This is an optimization exercise on Yosys and OpenROAD, whose aim is small area, not a production implementation.
Only simulation tests tie the RTL to the original design; equivalence was not proved.
Power is estimated from default activity; no workload was simulated.

==> flow/design.v <==
`timescale 1ns / 1ps
module debouncer(
    output reg clean,
    output clean_next,
    input button, clk
    );
    reg [2:0] count_val;
    wire differ = button ^ clean;
    assign clean_next = (&count_val) ? button : clean;
    always @(posedge clk) begin
        count_val[0] <= differ & ~count_val[0];
        count_val[1] <= differ & (count_val[1] ^ count_val[0]);
        count_val[2] <= differ & (count_val[2] ^ (count_val[1] & count_val[0]));
        clean <= clean_next;
    end
endmodule
`timescale 1ns / 1ps
module vga_controller(
    input clk,
    input reset,
    output video_on,
    output reg hsync,
    output reg vsync,
    output p_pixel,
    output reg [9:0] x,
    output reg [9:0] y
    );
    function [9:0] inc10;
        input [9:0] a;
        input ci;
        integer i;
        reg c;
        begin
            c = ci;
            for (i = 0; i < 10; i = i + 1) begin
                inc10[i] = a[i] ^ c;
                c = a[i] & c;
            end
        end
    endfunction
    reg [1:0] phase;
    reg started;
    assign p_pixel = (phase == 2'd0);
    wire advance = p_pixel & started;
    wire h_end = (x == 10'd799);
    wire v_end = (y == 10'd524);
    wire h_wrap = advance & h_end;
    always @(posedge clk)
        if (reset) begin
            phase   <= 2'd0;
            started <= 1'b0;
            x       <= 10'd0;
            y       <= 10'd0;
            hsync   <= 1'b0;
            vsync   <= 1'b0;
        end
        else begin
            phase <= {phase[1] ^ phase[0], ~phase[0]};
            if (p_pixel)
                started <= 1'b1;
            x <= inc10(x, advance) & {10{~h_wrap}};
            y <= inc10(y, h_wrap) & {10{~(h_wrap & v_end)}};
            hsync <= (x >= 10'd656) && (x <= 10'd751);
            vsync <= (y >= 10'd513) && (y <= 10'd514);
        end
    assign video_on = (x < 10'd640) && (y < 10'd480);
endmodule
`timescale 1ns / 1ps
module pixel(
    input clk,
    input reset,
    input up,
    input down,
    input video_on,
    input [9:0] x,
    input [9:0] y,
    output [1:0] col,
    output reg [15:0] score_keep
    );
    function [10:0] add10;
        input [9:0] a;
        input [9:0] b;
        input ci;
        integer i;
        reg c;
        begin
            c = ci;
            for (i = 0; i < 10; i = i + 1) begin
                add10[i] = a[i] ^ b[i] ^ c;
                c = (a[i] & b[i]) | (c & (a[i] ^ b[i]));
            end
            add10[10] = c;
        end
    endfunction
    function [15:0] inc16;
        input [15:0] a;
        input ci;
        integer i;
        reg c;
        begin
            c = ci;
            for (i = 0; i < 16; i = i + 1) begin
                inc16[i] = a[i] ^ c;
                c = a[i] & c;
            end
        end
    endfunction
    reg [9:0] bx;         
    reg [8:0] by;         
    reg       vneg;       
    reg [9:0] vx;         
    reg [7:0] pad;        
    wire [7:0] speed = score_keep[7:0];
    wire frame_refresh = (y == 10'd481) && (x == 10'd0);
    wire vx_neg = vx[9] | (vx[8] & vx[7]);
    wire top_hit = (by[7:0] == 8'd0);
    wire bot_hit = by[7] & by[6] & by[5] & ~by[4] & by[3] & (by[2] | (by[1] & by[0]));
    wire left_hit = (bx <= 10'd84);
    wire right_hit = (bx >= 10'd628) && (bx <= 10'd1012);
    wire [10:0] dpy = add10({1'b0, by}, ~{2'b00, pad}, 1'b1);
    wire pad_rows = (dpy[9:0] >= 10'h3fb) || (dpy[9:0] <= 10'd48);
    wire pad_x = (bx >= 10'd609) && (bx <= 10'd613);
    wire pad_hit = pad_x && pad_rows && ~vx_neg;
    wire [8:0] ny = ~y[9:1];
    wire pad_up = up & (pad[7:1] != 7'd0);
    wire pad_down = down & ~(pad[7] & pad[5] & pad[4] & pad[3] & pad[2] & pad[1]);
    wire [10:0] sx = add10(bx, frame_refresh ? vx : ~x, frame_refresh & vx_neg);
    wire [10:0] sy = add10({1'b0, by}, {1'b0, frame_refresh ? {{8{vneg}}, 1'b1} : ny}, 1'b0);
    wire [10:0] sp = add10({2'b00, pad}, {1'b0, frame_refresh ? {{8{pad_up}}, pad_up | pad_down} : ny}, 1'b0);
    wire [10:0] sv = add10(left_hit ? 10'd2 : vx, {2'b00, speed}, 1'b0);
    wire vx_load = ~top_hit & ~bot_hit & (left_hit | pad_hit);
    always @(posedge clk)
        if (reset) begin
            bx <= 10'd0;
            by <= 9'd0;
            vneg <= 1'b0;
            vx <= 10'd2;
            pad <= 8'd0;
            score_keep <= 16'd0;
        end
        else begin
            if (frame_refresh) begin
                bx <= sx[9:0];
                by <= sy[8:0];
                pad <= sp[7:0];
            end
            if (top_hit)
                vneg <= 1'b0;
            else if (bot_hit)
                vneg <= 1'b1;
            if (vx_load)
                vx <= sv[9:0] ^ {10{~left_hit}};
            score_keep <= inc16(score_keep, pad_hit) & {16{~right_hit}};
        end
    wire wall_active = (x >= 10'd77) && (x <= 10'd84);
    wire paddle_active = (x >= 10'd620) && (x <= 10'd624) && ~sp[9] && (sp[8:0] >= 9'd463);
    wire ball_x = ~sx[10] && (sx[9:0] >= 10'd1012);
    wire ball_y = ~sy[9] && (sy[8:0] >= 9'd506);
    wire [3:0] row = {~sy[2:0], y[0]};
    wire [3:0] column = ~sx[3:0];
    reg [11:0] rom_data;
    always @*
        case (row)
            4'b0000 : rom_data = 12'b000111111000;
            4'b0001 : rom_data = 12'b001111111100;
            4'b0010 : rom_data = 12'b111111111111;
            4'b0011 : rom_data = 12'b111111111111;
            4'b0100 : rom_data = 12'b001111111100;
            4'b0101 : rom_data = 12'b100011110001;
            4'b0110 : rom_data = 12'b110000000011;
            4'b0111 : rom_data = 12'b111111111111;
            4'b1000 : rom_data = 12'b111111111111;
            4'b1001 : rom_data = 12'b001111111100;
            4'b1010 : rom_data = 12'b000111111000;
            default : rom_data = 12'b000000000000;
        endcase
    wire ball_active = ball_x && ball_y && rom_data[column];
    wire dark = wall_active | paddle_active;
    assign col[0] = video_on & (dark | ball_active);
    assign col[1] = video_on & ~dark;
endmodule
`timescale 1ns / 1ps
module pong(
    input clk,
    input reset,
    input up,
    input down,
    output hsync,
    output vsync,
    output [11:0] rgb,
    output [15:0] score
    );
    wire rst_now, rst_next;
    wire wire_reset, w_up, w_down, w_vid_on, wire_pixel;
    wire [9:0] wire_x, wire_y;
    wire [1:0] wire_col;
    reg  [1:0] reg_col;
    vga_controller vga(.clk(clk), .reset(wire_reset), .video_on(w_vid_on), .hsync(hsync), .vsync(vsync), .p_pixel(wire_pixel), .x(wire_x), .y(wire_y));
    pixel pix(.clk(clk), .reset(wire_reset), .up(w_up), .down(w_down), .video_on(w_vid_on), .x(wire_x), .y(wire_y), .col(wire_col), .score_keep(score));
    debouncer dbright(.clk(clk), .button(reset), .clean(rst_now), .clean_next(rst_next));
    assign wire_reset = rst_now | rst_next;
    debouncer dbup(.clk(clk), .button(up), .clean(w_up), .clean_next());
    debouncer dbdown(.clk(clk), .button(down), .clean(w_down), .clean_next());
    always @(posedge clk)
        if (wire_pixel)
            reg_col <= wire_col;
    wire c111 = reg_col[0];
    wire c1ff = reg_col[0] & reg_col[1];
    wire cccc = reg_col[1];
    wire cc00 = reg_col[1] & ~reg_col[0];
    assign rgb = {cc00, cc00, 1'b0, c111, cccc, cccc, c1ff, c111, cccc, cccc, c1ff, c111};
endmodule
export LEC_CHECK = 0
export CAP_MARGIN = 20
export CORE_MARGIN = 2
export CORE_UTILIZATION = 40
export SLEW_MARGIN = 20
create_clock -name core_clock -period 10.0 [get_ports {clk}]
standard.sh (not shown) runs the stock make flow with config.mk's settings and CLKGATE_MAP_FILE= SYNTH_SCRIPT=/design/flow/synth_recipe.tcl, a recipe that flattens the netlist after the stock synthesis.
==> flow/flow/run.sh <==
#!/bin/bash
# Standard synthesis unchanged, then the standard ORFS layout with:
#  - port buffers of the smallest buffer cell (buf_1) instead of the default choice
#  - a clock tree built from clkbuf_8 cells, without dummy load cells
set -euo pipefail
bash standard.sh synth > synth.log 2>&1
bash standard.sh \
  BUFFER_PORTS_ARGS="-buffer_cell sky130_fd_sc_hd__buf_1" \
  CTS_ARGS="-sink_clustering_enable -repair_clock_nets -dont_use_dummy_load -buf_list sky130_fd_sc_hd__clkbuf_8" \
  finish > layout.log 2>&1
Then changed:
--- a/flow/design.v
+++ b/flow/design.v
@@ -105,44 +105,45 @@
             end
         end
     endfunction
     reg [9:0] bx;         
-    reg [8:0] by;         
+    reg [7:0] by;         
     reg       vneg;       
     reg [9:0] vx;         
     reg [7:0] pad;        
     wire [7:0] speed = score_keep[7:0];
     wire frame_refresh = (y == 10'd481) && (x == 10'd0);
     wire vx_neg = vx[9] | (vx[8] & vx[7]);
-    wire top_hit = (by[7:0] == 8'd0);
-    wire bot_hit = by[7] & by[6] & by[5] & ~by[4] & by[3] & (by[2] | (by[1] & by[0]));
+    wire top_hit = (by == 8'd1);
+    wire bot_hit = by[7] & by[6] & by[5] & by[3] & by[2];
+    wire by_wrapped = (by == 8'd0);
     wire left_hit = (bx <= 10'd84);
     wire right_hit = (bx >= 10'd628) && (bx <= 10'd1012);
-    wire [10:0] dpy = add10({1'b0, by}, ~{2'b00, pad}, 1'b1);
-    wire pad_rows = (dpy[9:0] >= 10'h3fb) || (dpy[9:0] <= 10'd48);
+    wire [10:0] dpy = add10({2'b00, by}, ~{2'b00, pad}, 1'b1);
+    wire pad_rows = ((dpy[9:0] >= 10'h3fc) || (dpy[9:0] <= 10'd49)) && ~by_wrapped;
     wire pad_x = (bx >= 10'd609) && (bx <= 10'd613);
     wire pad_hit = pad_x && pad_rows && ~vx_neg;
     wire [8:0] ny = ~y[9:1];
     wire pad_up = up & (pad[7:1] != 7'd0);
     wire pad_down = down & ~(pad[7] & pad[5] & pad[4] & pad[3] & pad[2] & pad[1]);
     wire [10:0] sx = add10(bx, frame_refresh ? vx : ~x, frame_refresh & vx_neg);
-    wire [10:0] sy = add10({1'b0, by}, {1'b0, frame_refresh ? {{8{vneg}}, 1'b1} : ny}, 1'b0);
+    wire [10:0] sy = add10({2'b00, by}, {1'b0, frame_refresh ? {{8{vneg}}, 1'b1} : ny}, 1'b0);
     wire [10:0] sp = add10({2'b00, pad}, {1'b0, frame_refresh ? {{8{pad_up}}, pad_up | pad_down} : ny}, 1'b0);
     wire [10:0] sv = add10(left_hit ? 10'd2 : vx, {2'b00, speed}, 1'b0);
     wire vx_load = ~top_hit & ~bot_hit & (left_hit | pad_hit);
     always @(posedge clk)
         if (reset) begin
             bx <= 10'd0;
-            by <= 9'd0;
+            by <= 8'd1;
             vneg <= 1'b0;
             vx <= 10'd2;
             pad <= 8'd0;
             score_keep <= 16'd0;
         end
         else begin
             if (frame_refresh) begin
                 bx <= sx[9:0];
-                by <= sy[8:0];
+                by <= sy[7:0];
                 pad <= sp[7:0];
             end
             if (top_hit)
                 vneg <= 1'b0;
@@ -154,25 +155,25 @@
         end
     wire wall_active = (x >= 10'd77) && (x <= 10'd84);
     wire paddle_active = (x >= 10'd620) && (x <= 10'd624) && ~sp[9] && (sp[8:0] >= 9'd463);
     wire ball_x = ~sx[10] && (sx[9:0] >= 10'd1012);
-    wire ball_y = ~sy[9] && (sy[8:0] >= 9'd506);
+    wire ball_y = (sy[9:0] >= 10'd507) && (sy[9:0] <= 10'd512) && ~by_wrapped;
     wire [3:0] row = {~sy[2:0], y[0]};
     wire [3:0] column = ~sx[3:0];
     reg [11:0] rom_data;
     always @*
         case (row)
-            4'b0000 : rom_data = 12'b000111111000;
-            4'b0001 : rom_data = 12'b001111111100;
-            4'b0010 : rom_data = 12'b111111111111;
-            4'b0011 : rom_data = 12'b111111111111;
-            4'b0100 : rom_data = 12'b001111111100;
-            4'b0101 : rom_data = 12'b100011110001;
-            4'b0110 : rom_data = 12'b110000000011;
-            4'b0111 : rom_data = 12'b111111111111;
-            4'b1000 : rom_data = 12'b111111111111;
-            4'b1001 : rom_data = 12'b001111111100;
-            4'b1010 : rom_data = 12'b000111111000;
+            4'b0000 : rom_data = 12'b111111111111;   
+            4'b0001 : rom_data = 12'b111111111111;   
+            4'b0010 : rom_data = 12'b001111111100;   
+            4'b0011 : rom_data = 12'b100011110001;   
+            4'b0100 : rom_data = 12'b110000000011;   
+            4'b0101 : rom_data = 12'b111111111111;   
+            4'b0110 : rom_data = 12'b111111111111;   
+            4'b0111 : rom_data = 12'b001111111100;   
+            4'b1000 : rom_data = 12'b000111111000;   
+            4'b1110 : rom_data = 12'b000111111000;   
+            4'b1111 : rom_data = 12'b001111111100;   
             default : rom_data = 12'b000000000000;
         endcase
     wire ball_active = ball_x && ball_y && rom_data[column];
     wire dark = wall_active | paddle_active;
=> Die area came out lower slightly; sequential power grows slightly; combinational power falls by about a fifth; cell count came out lower slightly; hold slack stays flat; cell area drops slightly.

==> port drivers added, routing unchanged <==
No port has a modelled driver above. Below, the same layouts with a new extraction and two added sets of constraints. Step 1: set_driving_cell puts a clkbuf_16 on clk and a buf_2 on each other input, an assumption about the parent block. Step 2 adds t to the input delays and takes it off the output delays; t is the mean of the earliest and latest rising clock arrival at the registers after step 1. Input paths then give back, and output paths get back, about the clock's delay inside the block. Three values: ideal, step 1, step 2; two values: the first two.
| run | t (ns) | setup slack, ns | worst setup path at the end | latest minus earliest clock arrival (ns) | worst data-port slew with drivers (ns) |
|---|---|---|---|---|---|
| the first run | 0.409 | 2.869 / 2.869 / 2.869 | register to register | 0.031 / 0.031 | 0.03 |
| the second run | 0.403 | 2.840 / 2.840 / 2.840 | register to register | 0.023 / 0.024 | 0.03 |
After both steps setup and hold are still met in every run listed.
